From an optimization exercise on the open Yosys and OpenROAD flow, aimed at small area, a short achievable clock period and few clock cycles; shortcuts taken in it are not production practice. The RTL was checked by simulation tests, not by an equivalence proof against the original design. Power is estimated from default activity; no workload was simulated.

==> flow/design.v <==
module Banco_Registradores (
	input         clk,
	input  [31:0] sa,       
	input  [31:0] sb,       
	input         we,
	input  [4:0]  wa,
	input  [31:0] wd,
	output reg [31:0] qa,
	output reg [31:0] qb
);
reg [31:0] rf [0:31];
integer ri;
always @* begin
	qa = 32'd0;
	qb = 32'd0;
	for (ri = 0; ri < 32; ri = ri + 1) begin
		qa = qa | (rf[ri] & {32{sa[ri]}});
		qb = qb | (rf[ri] & {32{sb[ri]}});
	end
end
always @(posedge clk)
	if (we) rf[wa] <= wd;
endmodule
module Mux_5b (
	input  [4:0]  a,
	output [31:0] oh
);
assign oh = 32'd1 << a;
endmodule
module zeus_cpu (
	input         clk,
	input         rst,
	input  [15:0] entrada,
	input         confirma_bt,
	output [7:0]  imem_addr,
	input  [31:0] imem_rdata,
	output [7:0]  dmem_addr,
	output [31:0] dmem_wdata,
	output        dmem_we,
	output        dmem_re,
	input  [31:0] dmem_rdata,
	output        out_valid,
	output [31:0] out_data,
	output        halted
);
localparam [31:0] NOP = 32'hFC000000;
function [32:0] radd32;
	input [31:0] a, b;
	input        ci;
	integer i;
	reg c;
	begin
		c = ci;
		for (i = 0; i < 32; i = i + 1) begin
			radd32[i] = a[i] ^ b[i] ^ c;
			c = (a[i] & b[i]) | (c & (a[i] ^ b[i]));
		end
		radd32[32] = c;
	end
endfunction
function [32:0] ciadd32;
	input [31:0] a, b;
	input        ci;
	integer blk, i;
	reg c, bc, p, g;
	reg [3:0] s0;
	reg [31:0] s;
	begin
		c = ci;
		for (blk = 0; blk < 8; blk = blk + 1) begin
			g = (blk == 0) ? ci : 1'b0;
			for (i = 0; i < 4; i = i + 1) begin
				s0[i] = a[4*blk+i] ^ b[4*blk+i] ^ g;
				g = (a[4*blk+i] & b[4*blk+i]) | (g & (a[4*blk+i] ^ b[4*blk+i]));
			end
			if (blk == 0) begin
				s[3:0] = s0;
				c = g;
			end else begin
				p = 1'b1;
				for (i = 0; i < 4; i = i + 1) begin
					s[4*blk+i] = s0[i] ^ (c & p);
					p = p & s0[i];
				end
				c = g | (c & p);
			end
		end
		ciadd32 = {c, s};
	end
endfunction
function [3:0] hinib;
	input [31:0] v;
	begin
		if      (v[31:28] != 0) hinib = 4'd7;
		else if (v[27:24] != 0) hinib = 4'd6;
		else if (v[23:20] != 0) hinib = 4'd5;
		else if (v[19:16] != 0) hinib = 4'd4;
		else if (v[15:12] != 0) hinib = 4'd3;
		else if (v[11:8]  != 0) hinib = 4'd2;
		else if (v[7:4]   != 0) hinib = 4'd1;
		else if (v[3:0]   != 0) hinib = 4'd0;
		else                    hinib = 4'd8;
	end
endfunction
function [3:0] nibble;
	input [31:0] v;
	input [2:0]  i;
	begin
		case (i)
			3'd0: nibble = v[3:0];
			3'd1: nibble = v[7:4];
			3'd2: nibble = v[11:8];
			3'd3: nibble = v[15:12];
			3'd4: nibble = v[19:16];
			3'd5: nibble = v[23:20];
			3'd6: nibble = v[27:24];
			default: nibble = v[31:28];
		endcase
	end
endfunction
reg  [7:0]  pc;           
reg  [31:0] ir;           
reg         nv;           
reg         halted_r;
reg         busy;
reg  [2:0]  cnt;
reg  [31:0] acc;          
reg  [31:0] qr;           
wire [5:0] op    = nv ? NOP[31:26] : ir[31:26];
wire [4:0] rs_a  = ir[25:21];
wire [4:0] rt_a  = ir[20:16];
wire [4:0] rd_a  = ir[15:11];
wire [5:0] funct = ir[5:0];
wire [15:0] imm  = ir[15:0];
wire [31:0] rs_v, rt_v;
wire op_r    = (op == 6'd0);
wire op_addi = (op == 6'd1);
wire op_beq  = (op == 6'd2) | (op == 6'd3);
wire op_lw   = (op == 6'd6);
wire op_sw   = (op == 6'd7);
wire op_j    = (op == 6'd8);
wire op_jr   = (op == 6'd10) | (op == 6'd16) | (op == 6'd17);
wire op_in   = (op == 6'd11);
wire op_out  = (op == 6'd12);
wire op_dly  = (op == 6'd13);
wire op_rec  = (op == 6'd18);
wire op_halt = (op == 6'd19);
wire f_and = op_r & (funct == 6'd2);
wire f_div = op_r & ((funct == 6'd3) | (funct == 6'd4));
wire f_mul = op_r & (funct == 6'd5);
wire f_nor = op_r & (funct == 6'd6);
wire f_xor = op_r & (funct == 6'd7);
wire f_or  = op_r & (funct == 6'd8);
wire f_slt = op_r & (funct == 6'd9);
wire f_sub = op_r & ((funct == 6'd10) | (funct == 6'd11));
wire do_sub = f_sub | f_slt | op_beq;
wire [31:0] b_op = (op_addi | op_lw | op_sw) ? {16'd0, imm} : rt_v;
wire [32:0] sum  = radd32(rs_v, b_op ^ {32{do_sub}}, do_sub);
wire sum_zero = (sum[31:0] == 32'd0);
reg [31:0] alu_res;
always @* begin
	if (f_and)      alu_res = rs_v & rt_v;
	else if (f_nor) alu_res = ~(rs_v | rt_v);
	else if (f_xor) alu_res = rs_v ^ rt_v;
	else if (f_or)  alu_res = rs_v | rt_v;
	else if (f_slt) alu_res = {31'd0, ~sum[32]};
	else            alu_res = sum[31:0];
end
wire [3:0] hn_s = hinib(rs_v);
wire [3:0] hn_t = hinib(rt_v);
wire [2:0] hm_s  = hn_s[3] ? 3'd0 : hn_s[2:0];
wire [2:0] hm_t  = hn_t[3] ? 3'd0 : hn_t[2:0];
wire       swap  = (hm_s < hm_t);
wire [2:0] hn_m  = swap ? hm_s : hm_t;
wire       dzero = hn_t[3];
wire [3:0] dd    = {1'b0, hn_s[2:0]} - {1'b0, hn_t[2:0]};
wire [2:0] kq    = (hn_s[3] | hn_t[3] | dd[3]) ? 3'd0 : dd[2:0];
wire [2:0] c = busy ? cnt : (f_mul ? hn_m : kq);
wire [3:0] nib_s = nibble(rs_v, c);
wire [3:0] nib_t = nibble(rt_v, c);
wire [3:0] nib_m = swap ? nib_s : nib_t;
wire [31:0] y_op = f_div ? ~rt_v : (swap ? rt_v : rs_v);
reg [31:0] r_init;
always @* begin
	case (kq)
		3'd0: r_init = rs_v >> 4;
		3'd1: r_init = rs_v >> 8;
		3'd2: r_init = rs_v >> 12;
		3'd3: r_init = rs_v >> 16;
		3'd4: r_init = rs_v >> 20;
		3'd5: r_init = rs_v >> 24;
		3'd6: r_init = rs_v >> 28;
		default: r_init = 32'd0;
	endcase
end
wire [31:0] r_in = busy ? acc : (f_div ? r_init : 32'd0);
reg [31:0] rr;
reg [3:0]  qn;
reg [32:0] dx;
reg [32:0] dt;
reg        sel;
integer k;
always @* begin
	rr = r_in;
	for (k = 3; k >= 0; k = k - 1) begin
		dx = {rr, f_div & nib_s[k]};
		dt = ciadd32(dx[31:0], y_op, f_div);
		qn[k] = dx[32] | dt[32];
		sel = f_div ? qn[k] : nib_m[k];
		rr = sel ? dt[31:0] : dx[31:0];
	end
end
wire [31:0] q_next  = busy ? {qr[27:0], qn} : {28'd0, qn};
wire [31:0] div_res = dzero ? 32'hFFFFFFFF : q_next;
wire md_more = (f_mul | f_div) & (c != 3'd0);
wire stall = md_more | (op_dly & ~confirma_bt);
wire taken = (op_beq | op_j) & sum_zero;
always @(posedge clk) begin
	nv <= rst;
	if (rst) begin
		pc       <= 8'd0;
		halted_r <= 1'b0;
	end else if (!halted_r && !stall) begin
		pc <= op_jr ? rs_v[7:0] : (taken ? imm[7:0] : pc + 8'd1);
		if (op_halt) halted_r <= 1'b1;
	end
	if (!halted_r && !stall)
		ir <= op_halt ? NOP : imem_rdata;
	busy <= md_more & ~rst;
	cnt  <= c - 3'd1;
	acc  <= rr;
	qr   <= q_next;
end
wire [4:0] wa = op_r ? rd_a : rt_a;
wire we = ((op_r & ~md_more) | op_addi | op_lw | op_in | op_rec);
reg [31:0] wd;
always @* begin
	if (op_lw)        wd = dmem_rdata;
	else if (op_in)   wd = {16'd0, entrada};
	else if (op_rec)  wd = 32'd0;
	else if (f_mul)   wd = rr;
	else if (f_div)   wd = div_res;
	else              wd = alu_res;
end
wire [31:0] sel_s, sel_t;
Mux_5b dec_s (.a(rs_a), .oh(sel_s));
Mux_5b dec_t (.a(rt_a), .oh(sel_t));
Banco_Registradores banco (.clk(clk), .sa(sel_s), .sb(sel_t), .we(we), .wa(wa), .wd(wd), .qa(rs_v), .qb(rt_v));
assign imem_addr  = pc;
assign dmem_addr  = sum[7:0];
assign dmem_wdata = rt_v;
assign dmem_we    = op_sw & ~rst;
assign dmem_re    = 1'b1;
assign out_valid  = op_out & ~rst;
assign out_data   = rs_v;
assign halted     = halted_r;
endmodule
export LEC_CHECK = 0
export CAP_MARGIN = 20
export CORE_MARGIN = 2
export CORE_UTILIZATION = 40
export PLACE_DENSITY = 0.45
export SLEW_MARGIN = 20
export SYNTH_HIERARCHICAL = 1
export SYNTH_MINIMUM_KEEP_SIZE = 0
create_clock -name core_clock -period 105.0 [get_ports {clk}]
standard.sh (not shown) runs the stock make flow with config.mk's settings and CLKGATE_MAP_FILE= SYNTH_SCRIPT=/design/flow/synth_recipe.tcl, a recipe that flattens the netlist after the stock synthesis.
==> flow/flow/run.sh <==
#!/bin/bash
# The standard layout (standard.sh), with two layout choices changed:
#  - the port buffers are plain buf_2 cells instead of delay buffers;
#  - clock tree synthesis uses sink clusters of up to 20 flip-flops and no dummy loads.
set -euo pipefail
export BUFFER_PORTS_ARGS="-buffer_cell sky130_fd_sc_hd__buf_2"
export CTS_ARGS="-sink_clustering_enable -repair_clock_nets -dont_use_dummy_load -sink_clustering_size 20 -sink_clustering_max_diameter 100"
bash standard.sh finish > standard_finish.log 2>&1
The starting point completed with no timing, DRC or antenna violations.
Testbench counts at the start, summed over its fixed seeds: cycles 51,593.
Then changed:
--- a/flow/design.v
+++ b/flow/design.v
@@ -1,8 +1,8 @@
 module Banco_Registradores (
 	input         clk,
-	input  [31:0] sa,       
-	input  [31:0] sb,       
+	input  [4:0]  ra,
+	input  [4:0]  rb,
 	input         we,
 	input  [4:0]  wa,
 	input  [31:0] wd,
 	output reg [31:0] qa,
@@ -13,20 +13,14 @@
 always @* begin
 	qa = 32'd0;
 	qb = 32'd0;
 	for (ri = 0; ri < 32; ri = ri + 1) begin
-		qa = qa | (rf[ri] & {32{sa[ri]}});
-		qb = qb | (rf[ri] & {32{sb[ri]}});
+		qa = qa | (rf[ri] & {32{ra == ri}});
+		qb = qb | (rf[ri] & {32{rb == ri}});
 	end
 end
 always @(posedge clk)
 	if (we) rf[wa] <= wd;
-endmodule
-module Mux_5b (
-	input  [4:0]  a,
-	output [31:0] oh
-);
-assign oh = 32'd1 << a;
 endmodule
 module zeus_cpu (
 	input         clk,
 	input         rst,
@@ -241,12 +235,9 @@
 	else if (f_mul)   wd = rr;
 	else if (f_div)   wd = div_res;
 	else              wd = alu_res;
 end
-wire [31:0] sel_s, sel_t;
-Mux_5b dec_s (.a(rs_a), .oh(sel_s));
-Mux_5b dec_t (.a(rt_a), .oh(sel_t));
-Banco_Registradores banco (.clk(clk), .sa(sel_s), .sb(sel_t), .we(we), .wa(wa), .wd(wd), .qa(rs_v), .qb(rt_v));
+Banco_Registradores banco (.clk(clk), .ra(rs_a), .rb(rt_a), .we(we), .wa(wa), .wd(wd), .qa(rs_v), .qb(rt_v));
 assign imem_addr  = pc;
 assign dmem_addr  = sum[7:0];
 assign dmem_wdata = rt_v;
 assign dmem_we    = op_sw & ~rst;
=> Global-route usage climbs by 7.6 points. Sequential power decreases by 8.3%. Final area grows by 2.5%. Routed wire length came out higher by 27%. Maximum frequency barely changes.
Testbench counts after the change, summed over its fixed seeds: cycles 51,593.

==> afterwards: timing with drivers on the ports <==
In the flow no input, the clock included, has a driving cell. The finished layouts below were timed again as built, in two steps.
Step 1 (the two cells are an assumption about what drives the block):
set clk [get_ports {clk}]
set_driving_cell -lib_cell sky130_fd_sc_hd__clkbuf_16 $clk
set_driving_cell -lib_cell sky130_fd_sc_hd__buf_2 [delete_from_list [all_inputs] $clk]
Step 2 also shifts input and output timing later by t, the mid clock arrival at the registers, as if the neighbouring blocks saw the same clock.
a / b / c = ideal ports / drivers / drivers and shift; a / b = the first two.
| run | t, ns | setup WS [ns] | latest minus earliest clock arrival (ns) | worst register clock-pin slew, ns | pins driven straight from the clock port |
|---|---|---|---|---|---|
| the first run | 0.760 | 62.324 / 62.306 / 62.306 | 0.099 / 0.099 | 0.09 / 0.09 | 1 |
| the second run | 0.781 | 62.287 / 62.270 / 62.270 | 0.094 / 0.093 | 0.10 / 0.10 | 1 |
After both steps setup and hold are still met in every run listed. For the first run, which loses most, drivers alone change the setup slack by -0.018 ns; drivers and shift together by -0.018 ns.
